Background: an optimization exercise with open tools, aiming at small area. Do not read the settings as production practice.
In this exercise RTL edits were held to simulation tests only and were not proved equivalent to the original.
The flow treats the clock pin as an ideal source. Dropping or thinning the clock tree relies on that and would not hold on a real chip.

==> flow/flow/run.sh <==
#!/bin/bash
# Layout: the standard flow, with the port buffers made of the smallest
# buffer cell, a clock tree without dummy loads and without a root buffer
# (the clock port drives the four leaf buffers).
bash standard.sh "BUFFER_PORTS_ARGS=-buffer_cell sky130_fd_sc_hd__buf_1" \
  "CTS_ARGS=-sink_clustering_enable -repair_clock_nets -dont_use_dummy_load -buf_list sky130_fd_sc_hd__clkbuf_8" \
  "POST_CTS_TCL=$(pwd)/flow/post_cts.tcl" \
  finish > standard.log 2>&1
==> flow/flow/post_cts.tcl <==
set block [ord::get_db_block]
set root [$block findInst clkbuf_0_clk]
if { $root != "NULL" } {
  set clk_net [[$root findITerm A] getNet]
  set mid_net [[$root findITerm X] getNet]
  set loads {}
  foreach it [$mid_net getITerms] {
    if { [$it getInst] != $root } { lappend loads $it }
  }
  if { [llength $loads] <= 4 } {
    foreach it $loads {
      $it disconnect
      $it connect $clk_net
    }
    odb::dbInst_destroy $root
    odb::dbNet_destroy $mid_net
    puts "post_cts: removed root buffer, clock port drives [llength $loads] buffers"
  }
}
==> flow/standard.sh <==
#!/bin/bash
# synth_recipe.tcl (not shown) runs the flow's synth.tcl, then flattens the netlist and writes it again
# the make line also repeats each setting of config.mk as NAME=value (left out here)
make -C /OpenROAD-flow-scripts/flow DESIGN_CONFIG=/design/flow/config.mk WORK_HOME=/design/flow/orfs CLKGATE_MAP_FILE= SYNTH_SCRIPT=/design/flow/synth_recipe.tcl "${@:-finish}"
==> flow/config.mk <==
export PLATFORM = sky130hd
export DESIGN_NAME = neuron
export DESIGN_NICKNAME = neuron
export VERILOG_FILES = /design/flow/design.v
export SDC_FILE = /design/flow/constraint.sdc
export NUM_CORES = 4
export LEC_CHECK = 0
export CAP_MARGIN = 20
export CORE_MARGIN = 2
export CORE_UTILIZATION = 60
export SLEW_MARGIN = 20
export SYNTH_HIERARCHICAL = 1
export SYNTH_MINIMUM_KEEP_SIZE = 0
==> flow/constraint.sdc <==
create_clock -name core_clock -period 12.0 [get_ports {clk}]
set_input_delay 2.4000 -clock core_clock [delete_from_list [all_inputs] [get_ports {clk}]]
set_output_delay 2.4000 -clock core_clock [all_outputs]
set_load 0.01 [all_outputs]
==> flow/design.v <==
module fa (
    input  a,
    input  b,
    input  c,
    output s,
    output co
);
assign s  = a ^ b ^ c;
assign co = (a & b) | (a & c) | (b & c);
endmodule
module ha (
    input  a,
    input  b,
    output s,
    output co
);
assign s  = a ^ b;
assign co = a & b;
endmodule
module x2 (
    input  a,
    input  b,
    output y
);
assign y = a ^ b;
endmodule
module neuron (
    input        reset,
    input        clk,
    input  [7:0] i_excitatory,
    input  [7:0] i_inhibitory,
    output       o_spike
);
reg  [13:0] vte;    
reg  [13:0] vti;    
reg  [13:0] v;      
reg         f;      
reg         g;      
wire [13:0] se;     
wire [13:0] si;     
wire [13:0] d;      
wire        ge;     
assign o_spike = f & ~g;
wire g1;
wire s2;
wire c3;
wire g4;
wire s5;
wire c6;
wire m7;
wire s8;
wire c9;
wire m10;
wire s11;
wire c12;
wire s13;
wire c14;
wire g15;
wire s16;
wire c17;
wire s18;
wire c19;
wire s20;
wire c21;
wire s22;
wire c23;
wire s24;
wire c25;
wire s26;
wire c27;
wire s28;
wire c29;
wire s30;
wire c31;
wire s32;
wire c33;
wire s34;
wire c35;
wire s36;
wire c37;
wire s38;
wire c39;
wire s40;
wire c41;
wire s42;
wire c43;
wire s44;
wire c45;
wire s46;
wire c47;
wire s48;
wire c49;
wire s50;
wire c51;
wire s52;
wire c53;
wire s54;
wire c55;
wire s56;
wire c57;
wire s58;
wire c59;
wire s60;
wire c61;
wire s62;
wire c63;
wire s64;
wire c65;
wire s66;
wire c67;
wire s68;
wire c69;
wire s70;
wire c71;
wire s72;
wire c73;
wire s74;
wire c75;
wire s76;
wire c77;
wire s78;
wire c79;
wire s80;
wire c81;
wire s82;
wire c83;
wire s84;
wire c85;
wire s86;
wire c87;
wire s88;
wire c89;
wire s90;
wire c91;
wire x92;
wire x93;
wire s94;
wire c95;
wire s96;
wire c97;
wire s98;
wire c99;
wire s100;
wire c101;
wire s102;
wire c103;
wire s104;
wire c105;
wire s106;
wire c107;
wire s108;
wire c109;
wire s110;
wire c111;
wire s112;
wire c113;
wire s114;
wire c115;
wire s116;
wire c117;
wire s118;
wire c119;
wire s120;
wire c121;
wire g122;
wire m123;
wire s124;
wire c125;
wire g126;
wire s127;
wire c128;
wire m129;
wire s130;
wire c131;
wire m132;
wire s133;
wire c134;
wire s135;
wire c136;
wire s137;
wire c138;
wire s139;
wire c140;
wire s141;
wire c142;
wire s143;
wire c144;
wire s145;
wire c146;
wire s147;
wire c148;
wire s149;
wire c150;
wire s151;
wire c152;
wire s153;
wire c154;
wire s155;
wire c156;
wire s157;
wire c158;
wire s159;
wire c160;
wire s161;
wire c162;
wire s163;
wire c164;
wire s165;
wire c166;
wire s167;
wire c168;
wire s169;
wire c170;
wire s171;
wire c172;
wire s173;
wire c174;
wire s175;
wire c176;
wire s177;
wire c178;
wire s179;
wire c180;
wire s181;
wire c182;
wire s183;
wire c184;
wire s185;
wire c186;
wire s187;
wire c188;
wire s189;
wire c190;
wire s191;
wire c192;
wire s193;
wire c194;
wire x195;
wire x196;
wire x197;
wire g198;
wire m199;
wire m200;
wire x201;
wire g202;
wire m203;
wire s204;
wire c205;
wire m206;
wire s207;
wire c208;
wire m209;
wire s210;
wire c211;
wire s212;
wire c213;
wire s214;
wire c215;
wire ni216;
wire s217;
wire c218;
wire s219;
wire c220;
wire s221;
wire c222;
wire ni223;
wire x224;
wire g225;
wire s226;
wire c227;
wire s228;
wire c229;
wire s230;
wire c231;
wire s232;
wire c233;
wire ni234;
wire s235;
wire c236;
wire s237;
wire c238;
wire s239;
wire c240;
wire s241;
wire c242;
wire ni243;
wire s244;
wire c245;
wire s246;
wire c247;
wire s248;
wire c249;
wire s250;
wire c251;
wire ni252;
wire s253;
wire c254;
wire s255;
wire c256;
wire s257;
wire c258;
wire s259;
wire c260;
wire ni261;
wire s262;
wire c263;
wire s264;
wire c265;
wire s266;
wire c267;
wire s268;
wire c269;
wire ni270;
wire s271;
wire c272;
wire s273;
wire c274;
wire s275;
wire c276;
wire ni277;
wire x278;
wire g279;
wire s280;
wire c281;
wire s282;
wire c283;
wire s284;
wire c285;
wire ni286;
wire s287;
wire c288;
wire s289;
wire c290;
wire ni291;
wire x292;
wire g293;
wire s294;
wire c295;
wire s296;
wire c297;
wire ni298;
wire x299;
wire g300;
wire x301;
wire g302;
wire s303;
wire c304;
wire ni305;
wire x306;
wire g307;
wire x308;
wire g309;
wire s310;
wire c311;
wire ni312;
wire x313;
wire g314;
wire x315;
wire x316;
wire x317;
wire x318;
wire x319;
wire g320;
wire s321;
wire c322;
wire ni323;
wire s324;
wire c325;
wire s326;
wire c327;
wire s328;
wire c329;
wire s330;
wire c331;
wire s332;
wire c333;
wire s334;
wire c335;
wire s336;
wire c337;
wire s338;
wire c339;
wire s340;
wire c341;
wire s342;
wire c343;
wire s344;
wire c345;
wire s346;
wire c347;
wire ni348;
assign g1 = vte[2] & vte[0];
fa u_s2 (.a(vte[3]), .b(vte[1]), .c(vte[0]), .s(s2), .co(c3));
assign g4 = g1 & s2;
fa u_s5 (.a(vte[4]), .b(vte[2]), .c(vte[1]), .s(s5), .co(c6));
assign m7 = (c3 & s5) | (c3 & g4) | (s5 & g4);
fa u_s8 (.a(vte[5]), .b(vte[3]), .c(vte[2]), .s(s8), .co(c9));
assign m10 = (c6 & s8) | (c6 & m7) | (s8 & m7);
fa u_s11 (.a(vte[6]), .b(vte[4]), .c(vte[3]), .s(s11), .co(c12));
fa u_s13 (.a(vte[0]), .b(c9), .c(s11), .s(s13), .co(c14));
assign g15 = s13 & m10;
fa u_s16 (.a(vte[7]), .b(vte[5]), .c(vte[4]), .s(s16), .co(c17));
fa u_s18 (.a(vte[1]), .b(c12), .c(s16), .s(s18), .co(c19));
fa u_s20 (.a(c14), .b(s18), .c(g15), .s(s20), .co(c21));
fa u_s22 (.a(vte[8]), .b(vte[6]), .c(vte[5]), .s(s22), .co(c23));
fa u_s24 (.a(vte[2]), .b(c17), .c(s22), .s(s24), .co(c25));
fa u_s26 (.a(c19), .b(s24), .c(c21), .s(s26), .co(c27));
fa u_s28 (.a(vte[9]), .b(vte[7]), .c(vte[6]), .s(s28), .co(c29));
fa u_s30 (.a(vte[3]), .b(c23), .c(s28), .s(s30), .co(c31));
fa u_s32 (.a(c25), .b(s30), .c(c27), .s(s32), .co(c33));
fa u_s34 (.a(vte[10]), .b(vte[8]), .c(vte[7]), .s(s34), .co(c35));
fa u_s36 (.a(vte[4]), .b(c29), .c(s34), .s(s36), .co(c37));
fa u_s38 (.a(c31), .b(s36), .c(c33), .s(s38), .co(c39));
fa u_s40 (.a(vte[11]), .b(vte[9]), .c(vte[8]), .s(s40), .co(c41));
fa u_s42 (.a(vte[5]), .b(c35), .c(s40), .s(s42), .co(c43));
fa u_s44 (.a(c37), .b(s42), .c(c39), .s(s44), .co(c45));
fa u_s46 (.a(vte[12]), .b(vte[10]), .c(vte[9]), .s(s46), .co(c47));
fa u_s48 (.a(vte[6]), .b(c41), .c(s46), .s(s48), .co(c49));
fa u_s50 (.a(c43), .b(s48), .c(c45), .s(s50), .co(c51));
fa u_s52 (.a(vte[13]), .b(vte[11]), .c(vte[10]), .s(s52), .co(c53));
fa u_s54 (.a(vte[7]), .b(c47), .c(s52), .s(s54), .co(c55));
fa u_s56 (.a(c49), .b(s54), .c(c51), .s(s56), .co(c57));
fa u_s58 (.a(vte[12]), .b(vte[11]), .c(vte[8]), .s(s58), .co(c59));
fa u_s60 (.a(c53), .b(s58), .c(c55), .s(s60), .co(c61));
ha u_s62 (.a(s60), .b(c57), .s(s62), .co(c63));
fa u_s64 (.a(vte[13]), .b(vte[12]), .c(vte[9]), .s(s64), .co(c65));
fa u_s66 (.a(c59), .b(s64), .c(c61), .s(s66), .co(c67));
ha u_s68 (.a(s66), .b(c63), .s(s68), .co(c69));
fa u_s70 (.a(vte[13]), .b(vte[10]), .c(c65), .s(s70), .co(c71));
fa u_s72 (.a(s70), .b(c67), .c(c69), .s(s72), .co(c73));
fa u_s74 (.a(vte[11]), .b(c71), .c(c73), .s(s74), .co(c75));
fa u_s76 (.a(vte[12]), .b(i_excitatory[0]), .c(i_excitatory[1]), .s(s76), .co(c77));
fa u_s78 (.a(i_excitatory[2]), .b(i_excitatory[3]), .c(i_excitatory[4]), .s(s78), .co(c79));
fa u_s80 (.a(i_excitatory[5]), .b(i_excitatory[6]), .c(i_excitatory[7]), .s(s80), .co(c81));
fa u_s82 (.a(s76), .b(s78), .c(s80), .s(s82), .co(c83));
ha u_s84 (.a(s82), .b(c75), .s(s84), .co(c85));
fa u_s86 (.a(vte[13]), .b(c77), .c(c79), .s(s86), .co(c87));
fa u_s88 (.a(c81), .b(c83), .c(s86), .s(s88), .co(c89));
ha u_s90 (.a(s88), .b(c85), .s(s90), .co(c91));
x2 u_x92 (.a(c87), .b(c89), .y(x92));
x2 u_x93 (.a(x92), .b(c91), .y(x93));
ha u_s94 (.a(vti[2]), .b(vti[0]), .s(s94), .co(c95));
fa u_s96 (.a(vti[3]), .b(vti[1]), .c(c95), .s(s96), .co(c97));
fa u_s98 (.a(vti[4]), .b(vti[2]), .c(c97), .s(s98), .co(c99));
fa u_s100 (.a(vti[5]), .b(vti[3]), .c(c99), .s(s100), .co(c101));
fa u_s102 (.a(vti[6]), .b(vti[4]), .c(c101), .s(s102), .co(c103));
fa u_s104 (.a(vti[7]), .b(vti[5]), .c(c103), .s(s104), .co(c105));
fa u_s106 (.a(vti[8]), .b(vti[6]), .c(c105), .s(s106), .co(c107));
fa u_s108 (.a(vti[9]), .b(vti[7]), .c(c107), .s(s108), .co(c109));
fa u_s110 (.a(vti[10]), .b(vti[8]), .c(c109), .s(s110), .co(c111));
fa u_s112 (.a(vti[11]), .b(vti[9]), .c(c111), .s(s112), .co(c113));
fa u_s114 (.a(vti[12]), .b(vti[10]), .c(c113), .s(s114), .co(c115));
fa u_s116 (.a(vti[13]), .b(vti[11]), .c(c115), .s(s116), .co(c117));
ha u_s118 (.a(vti[12]), .b(c117), .s(s118), .co(c119));
ha u_s120 (.a(vti[13]), .b(c119), .s(s120), .co(c121));
assign g122 = vti[0] & s96;
assign m123 = (vti[1] & g122) | (vti[1] & s98) | (g122 & s98);
fa u_s124 (.a(vti[0]), .b(s94), .c(s100), .s(s124), .co(c125));
assign g126 = m123 & s124;
fa u_s127 (.a(vti[1]), .b(s96), .c(s102), .s(s127), .co(c128));
assign m129 = (c125 & g126) | (c125 & s127) | (g126 & s127);
fa u_s130 (.a(s94), .b(s98), .c(s104), .s(s130), .co(c131));
assign m132 = (c128 & m129) | (c128 & s130) | (m129 & s130);
fa u_s133 (.a(s96), .b(s100), .c(s106), .s(s133), .co(c134));
fa u_s135 (.a(c131), .b(m132), .c(s133), .s(s135), .co(c136));
fa u_s137 (.a(s98), .b(s102), .c(s108), .s(s137), .co(c138));
fa u_s139 (.a(c134), .b(c136), .c(s137), .s(s139), .co(c140));
fa u_s141 (.a(s100), .b(s104), .c(s110), .s(s141), .co(c142));
fa u_s143 (.a(c138), .b(c140), .c(s141), .s(s143), .co(c144));
fa u_s145 (.a(s102), .b(s106), .c(s112), .s(s145), .co(c146));
fa u_s147 (.a(c142), .b(c144), .c(s145), .s(s147), .co(c148));
fa u_s149 (.a(s104), .b(s108), .c(s114), .s(s149), .co(c150));
fa u_s151 (.a(c146), .b(c148), .c(s149), .s(s151), .co(c152));
fa u_s153 (.a(s106), .b(s110), .c(s116), .s(s153), .co(c154));
fa u_s155 (.a(c150), .b(c152), .c(s153), .s(s155), .co(c156));
fa u_s157 (.a(s108), .b(s112), .c(s118), .s(s157), .co(c158));
fa u_s159 (.a(c154), .b(s157), .c(c156), .s(s159), .co(c160));
fa u_s161 (.a(s110), .b(s114), .c(s120), .s(s161), .co(c162));
fa u_s163 (.a(c158), .b(s161), .c(c160), .s(s163), .co(c164));
fa u_s165 (.a(s112), .b(s116), .c(c121), .s(s165), .co(c166));
fa u_s167 (.a(c162), .b(s165), .c(c164), .s(s167), .co(c168));
fa u_s169 (.a(s114), .b(s118), .c(c166), .s(s169), .co(c170));
ha u_s171 (.a(s169), .b(c168), .s(s171), .co(c172));
fa u_s173 (.a(s116), .b(s120), .c(c170), .s(s173), .co(c174));
ha u_s175 (.a(s173), .b(c172), .s(s175), .co(c176));
fa u_s177 (.a(i_inhibitory[0]), .b(i_inhibitory[1]), .c(i_inhibitory[2]), .s(s177), .co(c178));
fa u_s179 (.a(i_inhibitory[3]), .b(i_inhibitory[4]), .c(i_inhibitory[5]), .s(s179), .co(c180));
fa u_s181 (.a(i_inhibitory[6]), .b(i_inhibitory[7]), .c(s177), .s(s181), .co(c182));
fa u_s183 (.a(s179), .b(s181), .c(s118), .s(s183), .co(c184));
fa u_s185 (.a(c121), .b(s183), .c(c174), .s(s185), .co(c186));
ha u_s187 (.a(s185), .b(c176), .s(s187), .co(c188));
fa u_s189 (.a(c178), .b(c180), .c(c182), .s(s189), .co(c190));
fa u_s191 (.a(s189), .b(s120), .c(c184), .s(s191), .co(c192));
fa u_s193 (.a(s191), .b(c186), .c(c188), .s(s193), .co(c194));
x2 u_x195 (.a(c190), .b(c121), .y(x195));
x2 u_x196 (.a(x195), .b(c192), .y(x196));
x2 u_x197 (.a(x196), .b(c194), .y(x197));
assign g198 = v[1] & v[0];
assign m199 = (v[2] & v[1]) | (v[2] & g198) | (v[1] & g198);
assign m200 = (v[3] & v[2]) | (v[3] & m199) | (v[2] & m199);
x2 u_x201 (.a(v[4]), .b(v[3]), .y(x201));
assign g202 = v[4] | v[3];
assign m203 = (v[0] & x201) | (v[0] & ~m200) | (x201 & ~m200);
fa u_s204 (.a(v[5]), .b(v[4]), .c(g202), .s(s204), .co(c205));
assign m206 = (v[1] & m203) | (v[1] & ~s204) | (m203 & ~s204);
fa u_s207 (.a(v[6]), .b(v[5]), .c(c205), .s(s207), .co(c208));
assign m209 = (v[2] & m206) | (v[2] & ~s207) | (m206 & ~s207);
fa u_s210 (.a(v[7]), .b(v[6]), .c(v[0]), .s(s210), .co(c211));
fa u_s212 (.a(s210), .b(c208), .c(s20), .s(s212), .co(c213));
assign ni216 = ~s212;
fa u_s214 (.a(v[3]), .b(m209), .c(ni216), .s(s214), .co(c215));
fa u_s217 (.a(v[8]), .b(v[7]), .c(v[1]), .s(s217), .co(c218));
fa u_s219 (.a(c211), .b(s217), .c(s26), .s(s219), .co(c220));
assign ni223 = ~c213;
fa u_s221 (.a(v[4]), .b(c215), .c(ni223), .s(s221), .co(c222));
x2 u_x224 (.a(s219), .b(s221), .y(x224));
assign g225 = s219 & ~s221;
fa u_s226 (.a(v[9]), .b(v[8]), .c(v[2]), .s(s226), .co(c227));
fa u_s228 (.a(c218), .b(s226), .c(s32), .s(s228), .co(c229));
fa u_s230 (.a(c220), .b(s228), .c(g225), .s(s230), .co(c231));
assign ni234 = ~s230;
fa u_s232 (.a(v[5]), .b(c222), .c(ni234), .s(s232), .co(c233));
fa u_s235 (.a(v[10]), .b(v[9]), .c(v[3]), .s(s235), .co(c236));
fa u_s237 (.a(c227), .b(s235), .c(s38), .s(s237), .co(c238));
fa u_s239 (.a(c229), .b(s237), .c(c231), .s(s239), .co(c240));
assign ni243 = ~s239;
fa u_s241 (.a(v[6]), .b(c233), .c(ni243), .s(s241), .co(c242));
fa u_s244 (.a(v[11]), .b(v[10]), .c(v[4]), .s(s244), .co(c245));
fa u_s246 (.a(c236), .b(s244), .c(s44), .s(s246), .co(c247));
fa u_s248 (.a(c238), .b(s246), .c(c240), .s(s248), .co(c249));
assign ni252 = ~s248;
fa u_s250 (.a(v[7]), .b(c242), .c(ni252), .s(s250), .co(c251));
fa u_s253 (.a(v[12]), .b(v[11]), .c(v[5]), .s(s253), .co(c254));
fa u_s255 (.a(c245), .b(s253), .c(s50), .s(s255), .co(c256));
fa u_s257 (.a(c247), .b(s255), .c(c249), .s(s257), .co(c258));
assign ni261 = ~s257;
fa u_s259 (.a(v[8]), .b(c251), .c(ni261), .s(s259), .co(c260));
fa u_s262 (.a(v[13]), .b(v[12]), .c(v[6]), .s(s262), .co(c263));
fa u_s264 (.a(c254), .b(s262), .c(s56), .s(s264), .co(c265));
fa u_s266 (.a(c256), .b(s264), .c(c258), .s(s266), .co(c267));
assign ni270 = ~s266;
fa u_s268 (.a(v[9]), .b(c260), .c(ni270), .s(s268), .co(c269));
fa u_s271 (.a(v[13]), .b(v[7]), .c(c263), .s(s271), .co(c272));
fa u_s273 (.a(s271), .b(s62), .c(c265), .s(s273), .co(c274));
assign ni277 = ~s273;
fa u_s275 (.a(v[10]), .b(c269), .c(ni277), .s(s275), .co(c276));
x2 u_x278 (.a(c267), .b(s275), .y(x278));
assign g279 = c267 & ~s275;
fa u_s280 (.a(v[8]), .b(c272), .c(s68), .s(s280), .co(c281));
fa u_s282 (.a(c274), .b(s280), .c(g279), .s(s282), .co(c283));
assign ni286 = ~s282;
fa u_s284 (.a(v[11]), .b(c276), .c(ni286), .s(s284), .co(c285));
fa u_s287 (.a(v[9]), .b(s72), .c(c281), .s(s287), .co(c288));
assign ni291 = ~s287;
fa u_s289 (.a(v[12]), .b(c285), .c(ni291), .s(s289), .co(c290));
x2 u_x292 (.a(c283), .b(s289), .y(x292));
assign g293 = c283 & ~s289;
fa u_s294 (.a(v[10]), .b(s74), .c(c288), .s(s294), .co(c295));
assign ni298 = ~s294;
fa u_s296 (.a(v[13]), .b(c290), .c(ni298), .s(s296), .co(c297));
x2 u_x299 (.a(g293), .b(s296), .y(x299));
assign g300 = g293 & ~s296;
x2 u_x301 (.a(v[11]), .b(s84), .y(x301));
assign g302 = v[11] | s84;
assign ni305 = ~c295;
fa u_s303 (.a(x301), .b(c297), .c(ni305), .s(s303), .co(c304));
x2 u_x306 (.a(g300), .b(s303), .y(x306));
assign g307 = g300 & ~s303;
x2 u_x308 (.a(v[12]), .b(s90), .y(x308));
assign g309 = v[12] | s90;
assign ni312 = ~g302;
fa u_s310 (.a(x308), .b(c304), .c(ni312), .s(s310), .co(c311));
x2 u_x313 (.a(g307), .b(s310), .y(x313));
assign g314 = g307 & ~s310;
x2 u_x315 (.a(v[13]), .b(g309), .y(x315));
x2 u_x316 (.a(x315), .b(c311), .y(x316));
x2 u_x317 (.a(x316), .b(x93), .y(x317));
x2 u_x318 (.a(g314), .b(x317), .y(x318));
x2 u_x319 (.a(s214), .b(s135), .y(x319));
assign g320 = ~s214 | ~s135;
assign ni323 = ~g320;
fa u_s321 (.a(x224), .b(s139), .c(ni323), .s(s321), .co(c322));
fa u_s324 (.a(s143), .b(c322), .c(s232), .s(s324), .co(c325));
fa u_s326 (.a(s147), .b(s241), .c(c325), .s(s326), .co(c327));
fa u_s328 (.a(s151), .b(s250), .c(c327), .s(s328), .co(c329));
fa u_s330 (.a(s155), .b(s259), .c(c329), .s(s330), .co(c331));
fa u_s332 (.a(s159), .b(s268), .c(c331), .s(s332), .co(c333));
fa u_s334 (.a(s163), .b(c333), .c(x278), .s(s334), .co(c335));
fa u_s336 (.a(s167), .b(c335), .c(s284), .s(s336), .co(c337));
fa u_s338 (.a(s171), .b(c337), .c(x292), .s(s338), .co(c339));
fa u_s340 (.a(s175), .b(x299), .c(c339), .s(s340), .co(c341));
fa u_s342 (.a(s187), .b(x306), .c(c341), .s(s342), .co(c343));
fa u_s344 (.a(s193), .b(x313), .c(c343), .s(s344), .co(c345));
assign ni348 = ~x318;
fa u_s346 (.a(x197), .b(c345), .c(ni348), .s(s346), .co(c347));
assign se[0] = s20;
assign si[0] = s135;
assign d[0] = ~x319;
assign se[1] = s26;
assign si[1] = s139;
assign d[1] = ~s321;
assign se[2] = s32;
assign si[2] = s143;
assign d[2] = ~s324;
assign se[3] = s38;
assign si[3] = s147;
assign d[3] = ~s326;
assign se[4] = s44;
assign si[4] = s151;
assign d[4] = ~s328;
assign se[5] = s50;
assign si[5] = s155;
assign d[5] = ~s330;
assign se[6] = s56;
assign si[6] = s159;
assign d[6] = ~s332;
assign se[7] = s62;
assign si[7] = s163;
assign d[7] = ~s334;
assign se[8] = s68;
assign si[8] = s167;
assign d[8] = ~s336;
assign se[9] = s72;
assign si[9] = s171;
assign d[9] = ~s338;
assign se[10] = s74;
assign si[10] = s175;
assign d[10] = ~s340;
assign se[11] = s84;
assign si[11] = s187;
assign d[11] = ~s342;
assign se[12] = s90;
assign si[12] = s193;
assign d[12] = ~s344;
assign se[13] = x93;
assign si[13] = x197;
assign d[13] = ~s346;
assign ge = ~c347;
always @(posedge clk or negedge reset) begin
    if (!reset) begin
        vte <= 14'd0;
        vti <= 14'd0;
        v   <= 14'd0;
        f   <= 1'b0;
        g   <= 1'b0;
    end else begin
        vte <= se;
        vti <= si;
        v   <= (ge & ~o_spike) ? d : 14'd0;
        f   <= (v >= 14'h1300);
        g   <= f;
    end
end
endmodule
==> results.tsv, run 1 <==
stage	metric	value	unit
run_status	status	timing/DRC/antenna clean	
setup_path	Worst setup SP type	register	
cells_and_area	Register Area	1101	um2
cells_and_area	post-route cell area	4647	um2
synthesis	Post-Syn Nets	434	
die	Starting Density	61.39	%
setup_path	CP Launch Point	vte[6]	
synthesis	Post-synth top cells	134 x fa_1, 44 x dfrtp_1, 19 x xor2_1, 18 x nor2_1, 14 x inv_1	
synthesis	Synth area leaders	fa_1 61%, dfrtp_1 25%, xor2_1 3.8%	
setup_path	Top delay family on crit path	adder cells	
drt	WL per Instance	16.01	um
global_routing	gr usage total	19.31	%
setup_path	R2R Setup Slk	0.74	ns
setup_path	Crit path depth	31	
timing	smallest hold slack	0.3770	ns
global_routing	number of global-route vias before repair	2445	
synthesis	top-count cell post-synth	fa_1	
die	Core Footprint	7176	um2
synthesis	Syn Area/Cell	16.20	um2
setup_path	critical path's slowest cell	fa_1	
drt	DRC	0	
clock_tree	Clock Sinks	44	
synthesis	Post-synth ARST share	100.0	%
clock_tree	Skew-Pair Late Insertion Delay	0.14	ns
cells_and_area	number of fill cells	559	
cells_and_area	Layout Nets	456	
setup_path	Arrival @ worst endpoint	11.33	ns
timing	Tcrit/Tclk final	93.85	%
cells_and_area	share of post-route cells with drive strength above 1	3.425	%
synthesis	number of flops mapped to enable cells by yosys	0	
synthesis	Synth cell types	26	
setup_path	crit-path most repeated cell	fa_1	
setup_path	CP Max Fanout	14	
setup_path	r2r worst-path depth	31	
drt	via count	2049	
timing	RSZ-0062 raised after global routing	false	
synthesis	Post-Syn Area	4405	um2
setup_path	CP Class	register to register	
global_routing	largest net degree at the start of global routing	45	
die	die height	89.69	um
timing	Setup Skew	0.02268	ns
global_routing	initial antenna violation count	0	
placed_design	dpl cell area	4589	um2
timing	final setup fails	0	
setup_path	Setup crit end	v[2]	
drt	Routed WL	6.259	mm
synthesis	Yosys reg bits	44	
timing	worst-margin pin slew	0.5500	ns
hold_path	Hold WC Path Type	register to register	
timing	highest clock rate	88.79	MHz
placed_design	PortBufs	18	
setup_path	Critical R2R Capture	v[2]	
die	row count	31	
timing	final hold vios	0	
timing	count of pins over their slew limit	0	
setup_path	reg2reg start	vte[6]	
setup_path	Slowest Stage Delay on Critical Path	0.56	ns
cells_and_area	multi-input logic area	3243	um2
die	Die W	89.69	um
synthesis	cell taking the most area after synthesis	fa_1	
drt	DRT Pass-1 Iters	4	
synthesis	post-synth top area share	60.89	%
job	Max Cap Viol	0	
timing	crit path time final	11.26	ns
setup_path	WP buf/inv	3	
drt	post-DR vias/cell	5.240	
global_routing	grt ovf	0	
clock_tree	Worst-path clk slew	0.08	ns
placed_design	routability congestion estimate	0.7631	
synthesis	synth warn	7	
cells_and_area	P&R area growth vs syn	5.481	%
drt	Detail Route Antenna Nets	0	
global_routing	first-pass GRT wire length	11.36	mm
timing	Fin Setup TNS	0	ns
setup_path	Critical Path RT	12.06	ns
placed_design	Post-DP HPWL	5.880	mm
timing	Max-slew headroom	63.33	%
synthesis	Post-synth top flop	dfrtp_1	
die	Die ar.	8044	um2
synthesis	synthesized instance count	272	
die	# IOs	19	
synthesis	sequential-to-total area share from yosys stat	24.99	%
setup_path	CP Capture Type	register	
drt	Iteration-0 DRC Markers	52	
cells_and_area	# diodes	0	
==> modules after synthesis, one instance, submodules excluded <==
module	area, um2	cells inside
ha	12.51	1
x2	8.758	1
fa	20.02	1
neuron	1431	109
==> cells in the final DEF (no fill, tap or decap), drive strengths merged <==
master	count
clkbuf	4
nor2	18
and3	1
a211oi	1
maj3	2
fa	134
nand2b	2
nor3	1
o21ai	4
buf	18
a22oi	2
nor4	1
nor2b	5
a211o	1
inv	14
and3b	1
nand3	1
or2	3
a21oi	1
dfrtp	44
xor2	19
ha	10
o21bai	1
a21o	1
nand2	2
and2	1
==> worst min-delay path by stage <==
stage	startpoint	end	slack (ns)	cells after the start
after floorplan	f	g	0.35	0
after global placement	f	g	0.36	0
after detailed placement	f	g	0.36	0
after global routing	f	g	0.39	0
final	f	g	0.38	0
==> worst register-to-register path: cells and delay by family (launching register included) <==
kind | cells | cell delay [ns]
AOI/OAI and AO/OA | 2 | 0.22
adders and majority gates | 21 | 9.46
and+or+nand+nor | 4 | 0.69
DFF | 1 | 0.47
buffers and inverters | 3 | 0.15
xor gates and xnor gates | 1 | 0.21
==> layer usage <==
layer  global-route usage (%)  vias up  share of wire [%]
met4                    4.342        0               0.96
met5                        0        -                  0
met1                    26.94     1151                 40
li1                         -      880                  -
met3                    2.377        6                1.4
met2                    33.36       12                 57
==> sequential cells by signal (all words and copies together) (netlist names) <==
register	flops
f	1
vti	14
g	1
v	14
vte	14
==> cell families (layout without fill, tap and decap cells) <==
family / count (synthesis) / in the layout / synth area share, %
adder cells (fa/ha/maj): 146 / 146 / 64.24
flip-flops: 44 / 44 / 24.99
AND/OR/NAND/NOR: 36 / 36 / 3.976
XOR/XNOR: 19 / 19 / 3.777
buffers and inverters: 16 / 36 / 1.391
AO/OA/AOI/OAI: 11 / 11 / 1.619
==> area by class of cell <==
class                      count  share of cell area [%]
multi-input combinational    212                   69.79
sequential                    44                   23.69
tap                           99                   2.666
timing repair buffer          18                   1.535
clock buffer                   4                   1.185
inverter                      14                   1.131
==> through the flow <==
stage / setup slack, ns / util (%) / std cells
5_1_grt: 0.1021 / 64.76 / 391
3_5_place_dp: 0.6777 / 63.96 / 387
3_3_place_gp: 0.8244 / 63.96 / 387
2_1_floorplan: 0.9116 / - / 272
6_report: 0.7378 / 64.76 / 391
==> run 2, diff against run 1 <==
==> flow/flow/run.sh (replaced) <==
#!/bin/bash
# Layout: the standard flow, with the port buffers made of the smallest
# buffer cell, a clock tree without dummy loads and without a root buffer
# (the clock port drives the four leaf buffers).
export LEAF_SMALL_MAX=10
bash standard.sh "BUFFER_PORTS_ARGS=-buffer_cell sky130_fd_sc_hd__buf_1" \
  "CTS_ARGS=-sink_clustering_enable -repair_clock_nets -dont_use_dummy_load -buf_list sky130_fd_sc_hd__clkbuf_8" \
  "POST_CTS_TCL=$(pwd)/flow/post_cts.tcl" \
  finish > standard.log 2>&1
--- a/flow/flow/post_cts.tcl
+++ b/flow/flow/post_cts.tcl
@@ -17,3 +17,13 @@
     puts "post_cts: removed root buffer, clock port drives [llength $loads] buffers"
   }
 }
+set small [[ord::get_db] findMaster sky130_fd_sc_hd__clkbuf_4]
+foreach inst [$block getInsts] {
+  if { [[$inst getMaster] getName] != "sky130_fd_sc_hd__clkbuf_8" } { continue }
+  set out [[$inst findITerm X] getNet]
+  set n [expr {[llength [$out getITerms]] - 1}]
+  if { $n <= $::env(LEAF_SMALL_MAX) } {
+    $inst swapMaster $small
+    puts "post_cts: [$inst getName] drives $n sinks, now clkbuf_4"
+  }
+}
==> results.tsv, run 2 <==
stage	metric	value	unit
synthesis	top-count cell post-synth	fa_1	
drt	DRC	0	
cells_and_area	commonest cells after routing, fill and taps aside	134 x fa_1, 44 x dfrtp_1, 19 x xor2_1	
timing	Fin Setup TNS	0	ns
placed_design	routability congestion estimate	0.7631	
synthesis	Post-synth top cells	134 x fa_1, 44 x dfrtp_1, 19 x xor2_1, 18 x nor2_1, 14 x inv_1	
synthesis	cell taking the most area after synthesis	fa_1	
setup_path	CP Max Fanout	14	
setup_path	CP Capture Type	register	
placed_design	Post-DP HPWL	5.880	mm
drt	Iteration-0 DRC Markers	53	
run_status	status	timing/DRC/antenna clean	
timing	Final WS setup	0.7144	ns
clock_tree	Worst-path clk slew	0.11	ns
die	Core Footprint	7176	um2
global_routing	number of global-route vias before repair	2445	
global_routing	largest net degree at the start of global routing	45	
synthesis	Synth area leaders	fa_1 61%, dfrtp_1 25%, xor2_1 3.8%	
clock_tree	Skew-Pair Late Insertion Delay	0.17	ns
placed_design	PortBufs	18	
timing	count of pins over their slew limit	0	
timing	final hold vios	0	
drt	Detail Route Antenna Nets	0	
die	row count	31	
timing	worst-margin pin slew	0.5514	ns
global_routing	initial antenna violation count	0	
drt	via count	2044	
setup_path	Worst setup SP type	register	
global_routing	first-pass GRT wire length	11.36	mm
cells_and_area	# diodes	0	
cells_and_area	Layout Nets	456	
setup_path	Arrival @ worst endpoint	11.36	ns
setup_path	CP Class	register to register	
clock_tree	Clock Sinks	44	
timing	Max-slew headroom	63.24	%
drt	Routed WL	6.250	mm
drt	WL per Instance	15.98	um
global_routing	grt ovf	0	
synthesis	synthesized instance count	272	
synthesis	Post-Syn Nets	434	
cells_and_area	biggest regs	v: 14 flops, vte: 14 flops, vti: 14 flops	
placed_design	post-place setup slack	0.6777	ns
die	Die ar.	8044	um2
synthesis	Yosys reg bits	44	
timing	final setup fails	0	
timing	Setup Skew	0.02651	ns
die	# IOs	19	
drt	post-DR vias/cell	5.228	
setup_path	critical path's slowest cell	fa_1	
cells_and_area	commonest non-fill, non-tap cell in the layout	fa_1	
die	die height	89.69	um
job	Max Cap Viol	0	
synthesis	synth warn	7	
die	Starting Density	61.39	%
cells_and_area	number of fill cells	562	
synthesis	post-synth top area share	60.89	%
drt	DRT Pass-1 Iters	4	
synthesis	Syn Area/Cell	16.20	um2
synthesis	Post-Syn Area	4405	um2
setup_path	crit-path most repeated cell	fa_1	
die	Die W	89.69	um
synthesis	sequential-to-total area share from yosys stat	24.99	%
timing	RSZ-0062 raised after global routing	false	
synthesis	Synth cell types	26	
timing	crit path time final	11.29	ns
global_routing	gr usage total	19.31	%
setup_path	Critical Path RT	12.07	ns
setup_path	Slowest Stage Delay on Critical Path	0.56	ns
cells_and_area	share of post-route cells with drive strength above 1	3.425	%
timing	Tcrit/Tclk final	94.05	%
timing	highest clock rate	88.61	MHz
hold_path	Hold WC Path Type	register to register	
synthesis	Post-synth top flop	dfrtp_1	
synthesis	number of flops mapped to enable cells by yosys	0	
synthesis	Post-synth ARST share	100.0	%
cells_and_area	P&R area growth vs syn	5.197	%
[run 2: cell count changes in the layout (fill, tap and decap cells not counted)]
cell,change
clkbuf_4,+2
clkbuf_8,-2
[run 2: final cells by class]
| type | count | area [um2] | area share [%] |
|---|---|---|---|
| inverter | 14 | 52.55 | 1.134 |
| sequential | 44 | 1101 | 23.76 |
| multi-input combinational | 212 | 3243 | 69.98 |
| tap | 99 | 123.9 | 2.673 |
| clock buffer | 4 | 42.54 | 0.9179 |
| timing repair buffer | 18 | 71.32 | 1.539 |
[run 2: worst paths after layout]
kind | startpoint | depth (start not counted) | end | slack (ns)
worst max-delay path | vte[5] | 31 | v[11] | 0.71
worst min-delay path | f | 0 | g | 0.38
worst max register to register | vte[5] | 31 | v[11] | 0.71
worst min register to register | f | 0 | g | 0.38
max in group asynchronous | reset | 1 | v[13] | 9.39
min in group asynchronous | reset | 1 | v[6] | 2.21
[run 2: Yosys stat by module, one instance, submodules excluded]
module	flip-flops and latches	cell area (um2)	cells
neuron	44	1431	109
fa	0	20.02	1
x2	0	8.758	1
ha	0	12.51	1
[run 2: critical path: cells and delay by family (launching register included)]
family	cells	cell delay (ns)
flops	1	0.49
simple gates	4	0.68
compound gates	2	0.22
fa+ha+maj	21	9.43
xor+xnor	1	0.21
buf+inv	3	0.15
[run 2: metrics by stage]
| step | util (%) | instances | cell area [um2] | hold WS, ns |
|---|---|---|---|---|
| 2_1_floorplan | - | 272 | 4405 | 0.3465 |
| 3_3_place_gp | 63.96 | 387 | 4589 | 0.3582 |
| 3_5_place_dp | 63.96 | 387 | 4589 | 0.3596 |
| 5_1_grt | 64.59 | 391 | 4634 | 0.3888 |
| 6_report | 64.59 | 391 | 4634 | 0.3770 |
[run 2: cells by family (layout without fill, tap and decap cells)]
family / Yosys count / in the layout / synth area share [%]
compound gates: 11 / 11 / 1.619
flops: 44 / 44 / 24.99
xor+xnor: 19 / 19 / 3.777
fa+ha+maj: 146 / 146 / 64.24
simple gates: 36 / 36 / 3.976
buf+inv: 16 / 36 / 1.391
[run 2: metal layers]
layer | global-route usage (%) | share of wire, % | vias to the layer above
met5 | 0 | 0 | -
met4 | 4.342 | 0.96 | 0
met3 | 2.377 | 1.4 | 6
met2 | 33.36 | 57 | 12
met1 | 26.94 | 40 | 1145
li1 | - | - | 881

static timing again, ports no longer ideal:
Ports are ideal in the flow. The routed layouts listed here were re-timed in OpenROAD. Step 1 sets driving cells, clkbuf_16 on the clock port and buf_2 on the other inputs (assumed; they add their load-dependent delay and slew). Step 2 times the ports against the registers' clock, not the clock port: input delays grow and output delays shrink by t, the midpoint of the rising clock arrivals with the driver on. a / b / c = ideal ports / drivers / drivers and shift; a / b = the first two.
| run | t (ns) | setup WS [ns] | worst setup path at the end | worst register clock-pin slew, ns | worst slew at a driven data input, ns |
|---|---|---|---|---|---|
| run 1 | 0.185 | 0.738 / 0.738 / 0.738 | register to register | 0.08 / 0.08 | 0.03 |
| run 2 | 0.202 | 0.714 / 0.714 / 0.714 | register to register | 0.11 / 0.11 | 0.03 |
After both steps every run listed still meets setup and hold.
